From an optimization exercise on the open Yosys and OpenROAD flow, aimed at small area and a short achievable clock period; shortcuts taken in it are not production practice.
The RTL was checked by simulation tests, not by an equivalence proof against the original design.

## the previous run
==> module sparc_mul_dp, before the edit <==
module sparc_mul_dp(
  ecl_mul_rs1_data,
  ecl_mul_rs2_data,
  spu_mul_op1_data,
  spu_mul_op2_data,
  valid,
  spick,
  byp_sel,
  byp_imm,
  acc_actc2,
  acc_actc3,
  acc_actc4,
  acc_actc5,
  c1_act,
  c2_act,
  c3_act,
  a2_res,
  a2_acc,
  a3_res,
  a3_acc,
  acc_reg_enb,
  acc_reg_rst,
  acc_reg_shf,
  x2,
  mul_data_out,
  rclk
  );
input [63:0]	ecl_mul_rs1_data;
input [63:0]	ecl_mul_rs2_data;
input [63:0]	spu_mul_op1_data;
input [63:0]	spu_mul_op2_data;
input		valid;
input 		spick;
input		byp_sel;
input		byp_imm;
input		acc_actc2, acc_actc3, acc_actc4, acc_actc5;
input		c1_act, c2_act, c3_act;
input		a2_res, a2_acc, a3_res, a3_acc;
input		acc_reg_enb;
input		acc_reg_rst;
input 		acc_reg_shf;
input		x2;
input		rclk;
output [63:0]	mul_data_out;
reg  [64:0]	op1r;		 
reg  [31:0]	op2h;		 
reg  [15:0]	b_one, b_two, b_neg;	 
reg		b_e;		 
reg  [97:0]	sc_s, sc_c;	 
reg  [31:0]	lo;		 
reg  [1:0]	lo_c;		 
reg  [63:0]	res;		 
reg		res_c;		 
reg  [6:0]	top;		 
reg  [135:0]	acc_reg;
reg		acc_reg_shf2;
wire [63:0]	bypreg = byp_imm ? res[63:0] : acc_reg[63:0];
wire [63:0]	mul_op1_d = spick ? spu_mul_op1_data : ecl_mul_rs1_data;
wire [63:0]	mul_op2_d = ~spick ? ecl_mul_rs2_data :
			    byp_sel ? bypreg : spu_mul_op2_data;
wire [31:0]	bh = c1_act ? op2h : mul_op2_d[31:0];
wire [32:0]	bx = {bh, 1'b0};
wire [15:0]	d_one, d_two, d_neg;
genvar i;
generate for (i = 0; i < 16; i = i + 1) begin : enc
  assign d_one[i] = bx[2*i+1] ^ bx[2*i];
  assign d_two[i] = (bx[2*i+2] & ~bx[2*i+1] & ~bx[2*i]) | (~bx[2*i+2] & bx[2*i+1] & bx[2*i]);
  assign d_neg[i] = bx[2*i+2];
end endgenerate
always @(posedge rclk) begin
  if (~c1_act) op1r <= x2 ? {mul_op1_d, 1'b0} : {1'b0, mul_op1_d};
  op2h  <= mul_op2_d[63:32];
  b_one <= d_one;
  b_two <= d_two;
  b_neg <= d_neg;
  b_e   <= bh[31];
end
wire [97:0]	t_s, t_c;
mul64 mulcore (
  .a	(op1r),
  .one	(b_one),
  .two	(b_two),
  .neg	(b_neg),
  .e	(b_e),
  .fb_s	(sc_s[97:32] & {66{c2_act}}),
  .fb_c	(sc_c[97:32] & {66{c2_act}}),
  .p2	(c2_act),
  .sum	(t_s),
  .carry(t_c));
wire [31:0]	a2 = ({32{a2_res}} & res[31:0]) | ({32{a2_acc}} & acc_reg[31:0]);
wire [96:0]	a3 = {{65{a3_res | a3_acc}} & acc_reg[128:64],
		      ({32{a3_res}} & res[63:32]) | ({32{a3_acc}} & acc_reg[63:32])};
wire [31:0]	l_x = sc_s[31:0] ^ sc_c[31:0] ^ a2;
wire [31:0]	l_y = (sc_s[31:0] & sc_c[31:0]) | (sc_s[31:0] & a2) | (sc_c[31:0] & a2);
wire [33:0]	l_sum;
mul_add33 lo_add (.x({1'b0, l_x}), .y({l_y, 1'b0}), .s(l_sum[32:0]), .co(l_sum[33]));
wire [97:0]	h_sum;
mul_fin fin (.s(sc_s), .c(sc_c), .a3(a3), .cin(lo_c), .res(h_sum));
always @(posedge rclk) begin
  sc_s <= t_s;
  sc_c <= t_c;
  {lo_c, lo} <= l_sum;
  if (c3_act) res <= {h_sum[31:0], lo};
  res_c <= h_sum[97];
  top <= acc_reg[135:129] + {6'b0, res_c};
  acc_reg_shf2 <= acc_reg_shf;
end
wire [135:0]	acc_reg_in = acc_reg_shf ? {64'b0, acc_reg[135:64]} : {top, acc_reg[128:64], res};
always @(posedge rclk) begin
  if (acc_reg_rst) begin
    acc_reg[135:129] <= 7'b0;
    acc_reg[63:0] <= 64'b0;
  end else if (acc_reg_enb) begin
    acc_reg[135:129] <= acc_reg_in[135:129];
    acc_reg[63:0] <= acc_reg_in[63:0];
  end
  if (acc_actc3) acc_reg[128:64] <= h_sum[96:32];
  else if (acc_actc4) acc_reg[128:64] <= acc_reg[128:64];
  else if (acc_reg_rst) acc_reg[128:64] <= 65'b0;
  else if (acc_reg_shf) acc_reg[128:64] <= acc_reg_in[128:64];
end
assign mul_data_out = acc_reg_shf2 ? acc_reg[63:0] : res[63:0];
endmodule
Settings: LEC_CHECK=0, CAP_MARGIN=20, CORE_MARGIN=2, CORE_UTILIZATION=60, PLACE_DENSITY=0.75, SETUP_SLACK_MARGIN=3.3, SLEW_MARGIN=20; clock period 8.0 ns.
standard.sh (not shown) runs the stock make flow with config.mk's settings and CLKGATE_MAP_FILE= SYNTH_SCRIPT=/design/flow/synth_recipe.tcl, a recipe that flattens the netlist after the stock synthesis.
==> flow/flow/run.sh <==
#!/bin/bash
# Layout flow: the standard synthesis, then the full adders' polarities
# are chosen to need fewer inverters (flow/polfix.py, which only removes or
# adds inverters and swaps xor2/xnor2), then the standard layout.
set -euo pipefail
WORK=$(pwd)
RES=$WORK/orfs/results/sky130hd/sparc_mul_top/base
bash standard.sh $RES/1_2_yosys.v > synth.log 2>&1
cp $RES/1_2_yosys.v $WORK/yosys_standard.v
python3 flow/polfix.py $WORK/yosys_standard.v $RES/1_2_yosys.v > polfix.log 2>&1
touch $RES/1_2_yosys.v
bash standard.sh finish BUFFER_PORTS_ARGS="-buffer_cell sky130_fd_sc_hd__buf_2" > layout.log 2>&1
Other scripts of this flow, unchanged in this note and not shown: flow/flow/polfix.py
Here is what was changed in the inputs of the current run compared with the previous run.
--- a/flow/design.v
+++ b/flow/design.v
@@ -4606,12 +4606,11 @@
 reg  [15:0]	b_one, b_two, b_neg;	 
 reg		b_e;		 
 reg  [97:0]	sc_s, sc_c;	 
 reg  [31:0]	lo;		 
 reg  [1:0]	lo_c;		 
-reg  [63:0]	res;		 
-reg		res_c;		 
+reg  [129:0]	res;		 
 reg  [6:0]	top;		 
 reg  [135:0]	acc_reg;
 reg		acc_reg_shf2;
 wire [63:0]	bypreg = byp_imm ? res[63:0] : acc_reg[63:0];
 wire [63:0]	mul_op1_d = spick ? spu_mul_op1_data : ecl_mul_rs1_data;
@@ -4645,41 +4644,30 @@
   .fb_c	(sc_c[97:32] & {66{c2_act}}),
   .p2	(c2_act),
   .sum	(t_s),
   .carry(t_c));
 wire [31:0]	a2 = ({32{a2_res}} & res[31:0]) | ({32{a2_acc}} & acc_reg[31:0]);
-wire [96:0]	a3 = {{65{a3_res | a3_acc}} & acc_reg[128:64],
-		      ({32{a3_res}} & res[63:32]) | ({32{a3_acc}} & acc_reg[63:32])};
+wire [96:0]	a3 = ({97{a3_res}} & res[128:32]) | ({97{a3_acc}} & acc_reg[128:32]);
 wire [31:0]	l_x = sc_s[31:0] ^ sc_c[31:0] ^ a2;
 wire [31:0]	l_y = (sc_s[31:0] & sc_c[31:0]) | (sc_s[31:0] & a2) | (sc_c[31:0] & a2);
 wire [33:0]	l_sum;
 mul_add33 lo_add (.x({1'b0, l_x}), .y({l_y, 1'b0}), .s(l_sum[32:0]), .co(l_sum[33]));
 wire [97:0]	h_sum;
 mul_fin fin (.s(sc_s), .c(sc_c), .a3(a3), .cin(lo_c), .res(h_sum));
 always @(posedge rclk) begin
   sc_s <= t_s;
   sc_c <= t_c;
   {lo_c, lo} <= l_sum;
-  if (c3_act) res <= {h_sum[31:0], lo};
-  res_c <= h_sum[97];
-  top <= acc_reg[135:129] + {6'b0, res_c};
+  if (c3_act) res <= {h_sum, lo};
+  top <= acc_reg[135:129] + {6'b0, res[129]};
   acc_reg_shf2 <= acc_reg_shf;
 end
-wire [135:0]	acc_reg_in = acc_reg_shf ? {64'b0, acc_reg[135:64]} : {top, acc_reg[128:64], res};
-always @(posedge rclk) begin
-  if (acc_reg_rst) begin
-    acc_reg[135:129] <= 7'b0;
-    acc_reg[63:0] <= 64'b0;
-  end else if (acc_reg_enb) begin
-    acc_reg[135:129] <= acc_reg_in[135:129];
-    acc_reg[63:0] <= acc_reg_in[63:0];
-  end
-  if (acc_actc3) acc_reg[128:64] <= h_sum[96:32];
-  else if (acc_actc4) acc_reg[128:64] <= acc_reg[128:64];
-  else if (acc_reg_rst) acc_reg[128:64] <= 65'b0;
-  else if (acc_reg_shf) acc_reg[128:64] <= acc_reg_in[128:64];
-end
+wire [135:0]	mout = {top, res[128:0]};
+wire [135:0]	acc_reg_in = acc_reg_shf ? {64'b0, acc_reg[135:64]} : mout;
+always @(posedge rclk)
+  if (acc_reg_rst) acc_reg <= 136'b0;
+  else if (acc_reg_enb) acc_reg <= acc_reg_in;
 assign mul_data_out = acc_reg_shf2 ? acc_reg[63:0] : res[63:0];
 endmodule
 module sparc_mul_top( 
    mul_exu_ack, mul_spu_ack, mul_spu_shf_ack, mul_data_out, 
    rclk, grst_l, exu_mul_input_vld, exu_mul_rs1_data, exu_mul_rs2_data, 
[summary]
- Row synthesized instance count: the current run higher / the previous run lower
- Diff the previous run -> the current run: final area moved up; upper clock frequency limit -7.1 MHz.
- Cmp the current run vs the previous run: number of placed cells counting well taps higher in the current run
- Global-route wire length before repair | the current run above the previous run
- From the previous run to the current run the numbers moved as follows: met1 usage +0.46 points, overall fraction of global-route tracks in use up 0.23 points, die area increased 2.6%, met2 wire length rose by 1.9%.
- Total number of clock tree sinks, the current run and the previous run, higher one = the current run.
- The current run: core utilization higher than the previous run

========
RTL: one of the versions met above, not the one the previous note started from.
For scale: ~330 I/O pins.
==> module sparc_mul_dp, before the edit <==
module sparc_mul_dp(
  ecl_mul_rs1_data,
  ecl_mul_rs2_data,
  spu_mul_op1_data,
  spu_mul_op2_data,
  valid,
  spick,
  byp_sel,
  byp_imm,
  acc_actc2,
  acc_actc3,
  acc_actc4,
  acc_actc5,
  c1_act,
  c2_act,
  c3_act,
  a2_res,
  a2_acc,
  a3_res,
  a3_acc,
  acc_reg_enb,
  acc_reg_rst,
  acc_reg_shf,
  x2,
  mul_data_out,
  rclk
  );
input [63:0]	ecl_mul_rs1_data;
input [63:0]	ecl_mul_rs2_data;
input [63:0]	spu_mul_op1_data;
input [63:0]	spu_mul_op2_data;
input		valid;
input 		spick;
input		byp_sel;
input		byp_imm;
input		acc_actc2, acc_actc3, acc_actc4, acc_actc5;
input		c1_act, c2_act, c3_act;
input		a2_res, a2_acc, a3_res, a3_acc;
input		acc_reg_enb;
input		acc_reg_rst;
input 		acc_reg_shf;
input		x2;
input		rclk;
output [63:0]	mul_data_out;
reg  [64:0]	op1r;		 
reg  [31:0]	op2h;		 
reg  [15:0]	b_one, b_two, b_neg;	 
reg		b_e;		 
reg  [97:0]	sc_s, sc_c;	 
reg  [31:0]	lo;		 
reg  [1:0]	lo_c;		 
reg  [129:0]	res;		 
reg  [6:0]	top;		 
reg  [135:0]	acc_reg;
reg		acc_reg_shf2;
wire [63:0]	bypreg = byp_imm ? res[63:0] : acc_reg[63:0];
wire [63:0]	mul_op1_d = spick ? spu_mul_op1_data : ecl_mul_rs1_data;
wire [63:0]	mul_op2_d = ~spick ? ecl_mul_rs2_data :
			    byp_sel ? bypreg : spu_mul_op2_data;
wire [31:0]	bh = c1_act ? op2h : mul_op2_d[31:0];
wire [32:0]	bx = {bh, 1'b0};
wire [15:0]	d_one, d_two, d_neg;
genvar i;
generate for (i = 0; i < 16; i = i + 1) begin : enc
  assign d_one[i] = bx[2*i+1] ^ bx[2*i];
  assign d_two[i] = (bx[2*i+2] & ~bx[2*i+1] & ~bx[2*i]) | (~bx[2*i+2] & bx[2*i+1] & bx[2*i]);
  assign d_neg[i] = bx[2*i+2];
end endgenerate
always @(posedge rclk) begin
  if (~c1_act) op1r <= x2 ? {mul_op1_d, 1'b0} : {1'b0, mul_op1_d};
  op2h  <= mul_op2_d[63:32];
  b_one <= d_one;
  b_two <= d_two;
  b_neg <= d_neg;
  b_e   <= bh[31];
end
wire [97:0]	t_s, t_c;
mul64 mulcore (
  .a	(op1r),
  .one	(b_one),
  .two	(b_two),
  .neg	(b_neg),
  .e	(b_e),
  .fb_s	(sc_s[97:32] & {66{c2_act}}),
  .fb_c	(sc_c[97:32] & {66{c2_act}}),
  .p2	(c2_act),
  .sum	(t_s),
  .carry(t_c));
wire [31:0]	a2 = ({32{a2_res}} & res[31:0]) | ({32{a2_acc}} & acc_reg[31:0]);
wire [96:0]	a3 = ({97{a3_res}} & res[128:32]) | ({97{a3_acc}} & acc_reg[128:32]);
wire [31:0]	l_x = sc_s[31:0] ^ sc_c[31:0] ^ a2;
wire [31:0]	l_y = (sc_s[31:0] & sc_c[31:0]) | (sc_s[31:0] & a2) | (sc_c[31:0] & a2);
wire [33:0]	l_sum;
mul_add33 lo_add (.x({1'b0, l_x}), .y({l_y, 1'b0}), .s(l_sum[32:0]), .co(l_sum[33]));
wire [97:0]	h_sum;
mul_fin fin (.s(sc_s), .c(sc_c), .a3(a3), .cin(lo_c), .res(h_sum));
always @(posedge rclk) begin
  sc_s <= t_s;
  sc_c <= t_c;
  {lo_c, lo} <= l_sum;
  if (c3_act) res <= {h_sum, lo};
  top <= acc_reg[135:129] + {6'b0, res[129]};
  acc_reg_shf2 <= acc_reg_shf;
end
wire [135:0]	mout = {top, res[128:0]};
wire [135:0]	acc_reg_in = acc_reg_shf ? {64'b0, acc_reg[135:64]} : mout;
always @(posedge rclk)
  if (acc_reg_rst) acc_reg <= 136'b0;
  else if (acc_reg_enb) acc_reg <= acc_reg_in;
assign mul_data_out = acc_reg_shf2 ? acc_reg[63:0] : res[63:0];
endmodule
export LEC_CHECK = 0
export CAP_MARGIN = 20
export CORE_MARGIN = 2
export CORE_UTILIZATION = 55
export PLACE_DENSITY = 0.7
export SETUP_SLACK_MARGIN = 3.3
export SLEW_MARGIN = 20
create_clock -name core_clock -period 8.0 [get_ports {rclk}]
Scripts as last shown in full above: flow/flow/run.sh
Other scripts of this flow, unchanged in this note and not shown: flow/flow/polfix.py
The first run ran to the end with no violations.
Next try:
--- a/flow/design.v
+++ b/flow/design.v
@@ -4605,13 +4605,14 @@
 reg  [31:0]	op2h;		 
 reg  [15:0]	b_one, b_two, b_neg;	 
 reg		b_e;		 
 reg  [97:0]	sc_s, sc_c;	 
 reg  [31:0]	lo;		 
 reg  [1:0]	lo_c;		 
-reg  [129:0]	res;		 
+reg  [63:0]	res;		 
+reg		res_c;		 
 reg  [6:0]	top;		 
 reg  [135:0]	acc_reg;
 reg		acc_reg_shf2;
 wire [63:0]	bypreg = byp_imm ? res[63:0] : acc_reg[63:0];
 wire [63:0]	mul_op1_d = spick ? spu_mul_op1_data : ecl_mul_rs1_data;
 wire [63:0]	mul_op2_d = ~spick ? ecl_mul_rs2_data :
@@ -4643,32 +4644,43 @@
   .fb_s	(sc_s[97:32] & {66{c2_act}}),
   .fb_c	(sc_c[97:32] & {66{c2_act}}),
   .p2	(c2_act),
   .sum	(t_s),
   .carry(t_c));
 wire [31:0]	a2 = ({32{a2_res}} & res[31:0]) | ({32{a2_acc}} & acc_reg[31:0]);
-wire [96:0]	a3 = ({97{a3_res}} & res[128:32]) | ({97{a3_acc}} & acc_reg[128:32]);
+wire [96:0]	a3 = {{65{a3_res | a3_acc}} & acc_reg[128:64],
+		      ({32{a3_res}} & res[63:32]) | ({32{a3_acc}} & acc_reg[63:32])};
 wire [31:0]	l_x = sc_s[31:0] ^ sc_c[31:0] ^ a2;
 wire [31:0]	l_y = (sc_s[31:0] & sc_c[31:0]) | (sc_s[31:0] & a2) | (sc_c[31:0] & a2);
 wire [33:0]	l_sum;
 mul_add33 lo_add (.x({1'b0, l_x}), .y({l_y, 1'b0}), .s(l_sum[32:0]), .co(l_sum[33]));
 wire [97:0]	h_sum;
 mul_fin fin (.s(sc_s), .c(sc_c), .a3(a3), .cin(lo_c), .res(h_sum));
 always @(posedge rclk) begin
   sc_s <= t_s;
   sc_c <= t_c;
   {lo_c, lo} <= l_sum;
-  if (c3_act) res <= {h_sum, lo};
-  top <= acc_reg[135:129] + {6'b0, res[129]};
+  if (c3_act) res <= {h_sum[31:0], lo};
+  res_c <= h_sum[97];
+  top <= acc_reg[135:129] + {6'b0, res_c};
   acc_reg_shf2 <= acc_reg_shf;
 end
-wire [135:0]	mout = {top, res[128:0]};
-wire [135:0]	acc_reg_in = acc_reg_shf ? {64'b0, acc_reg[135:64]} : mout;
-always @(posedge rclk)
-  if (acc_reg_rst) acc_reg <= 136'b0;
-  else if (acc_reg_enb) acc_reg <= acc_reg_in;
+wire [135:0]	acc_reg_in = acc_reg_shf ? {64'b0, acc_reg[135:64]} : {top, acc_reg[128:64], res};
+always @(posedge rclk) begin
+  if (acc_reg_rst) begin
+    acc_reg[135:129] <= 7'b0;
+    acc_reg[63:0] <= 64'b0;
+  end else if (acc_reg_enb) begin
+    acc_reg[135:129] <= acc_reg_in[135:129];
+    acc_reg[63:0] <= acc_reg_in[63:0];
+  end
+  if (acc_actc3) acc_reg[128:64] <= h_sum[96:32];
+  else if (acc_actc4) acc_reg[128:64] <= acc_reg[128:64];
+  else if (acc_reg_rst) acc_reg[128:64] <= 65'b0;
+  else if (acc_reg_shf) acc_reg[128:64] <= acc_reg_in[128:64];
+end
 assign mul_data_out = acc_reg_shf2 ? acc_reg[63:0] : res[63:0];
 endmodule
 module sparc_mul_top( 
    mul_exu_ack, mul_spu_ack, mul_spu_shf_ack, mul_data_out, 
    rclk, grst_l, exu_mul_input_vld, exu_mul_rs1_data, exu_mul_rs2_data, 
    spu_mul_req_vld, spu_mul_acc, spu_mul_areg_shf, spu_mul_areg_rst, 
After rerunning: Core utilization shrinks by 0.36 points. Critical path depth is unchanged. Setup slack is worse by 0.051 ns. Synthesized cell count shrinks slightly. Clock skew rises by 0.029 ns. Area after synthesis drops by a few percent. Design area fell by a few percent. Final cell count falls by a few percent. Sequential share of layout area went down by 1.1 points. Wire length went down by a few percent. Clock-buffer cell count is lower by 6.

==> afterwards: timing with drivers on the ports <==
The results above use ideal ports. As a check the final layouts listed here were re-extracted and re-timed, cells and wires unchanged.
Step 1, drivers: a clkbuf_16 drives rclk and a buf_2 each remaining input, both assumed.
Step 2 times the ports against the registers' clock, not the clock port: input delays grow and output delays shrink by t, the midpoint of the rising clock arrivals with the driver on.
Three values: ideal, step 1, step 2; two values: the first two.
run | t (ns) | setup WS [ns] | worst register clock-pin slew, ns
the previous run | 0.807 | 3.299 / 3.299 / 3.299 | 0.07 / 0.07
the current run | 0.811 | 3.136 / 3.136 / 3.136 | 0.07 / 0.07
the first run of note 2 | 0.796 | 3.237 / 3.237 / 3.191 | 0.07 / 0.07
the second run of note 2 | 0.805 | 3.186 / 3.186 / 3.186 | 0.09 / 0.09
After both steps setup and hold are still met in every run listed. The setup slack of the first run of note 2, which loses most, moves by 0.000 ns with the drivers and by -0.046 ns with both steps.
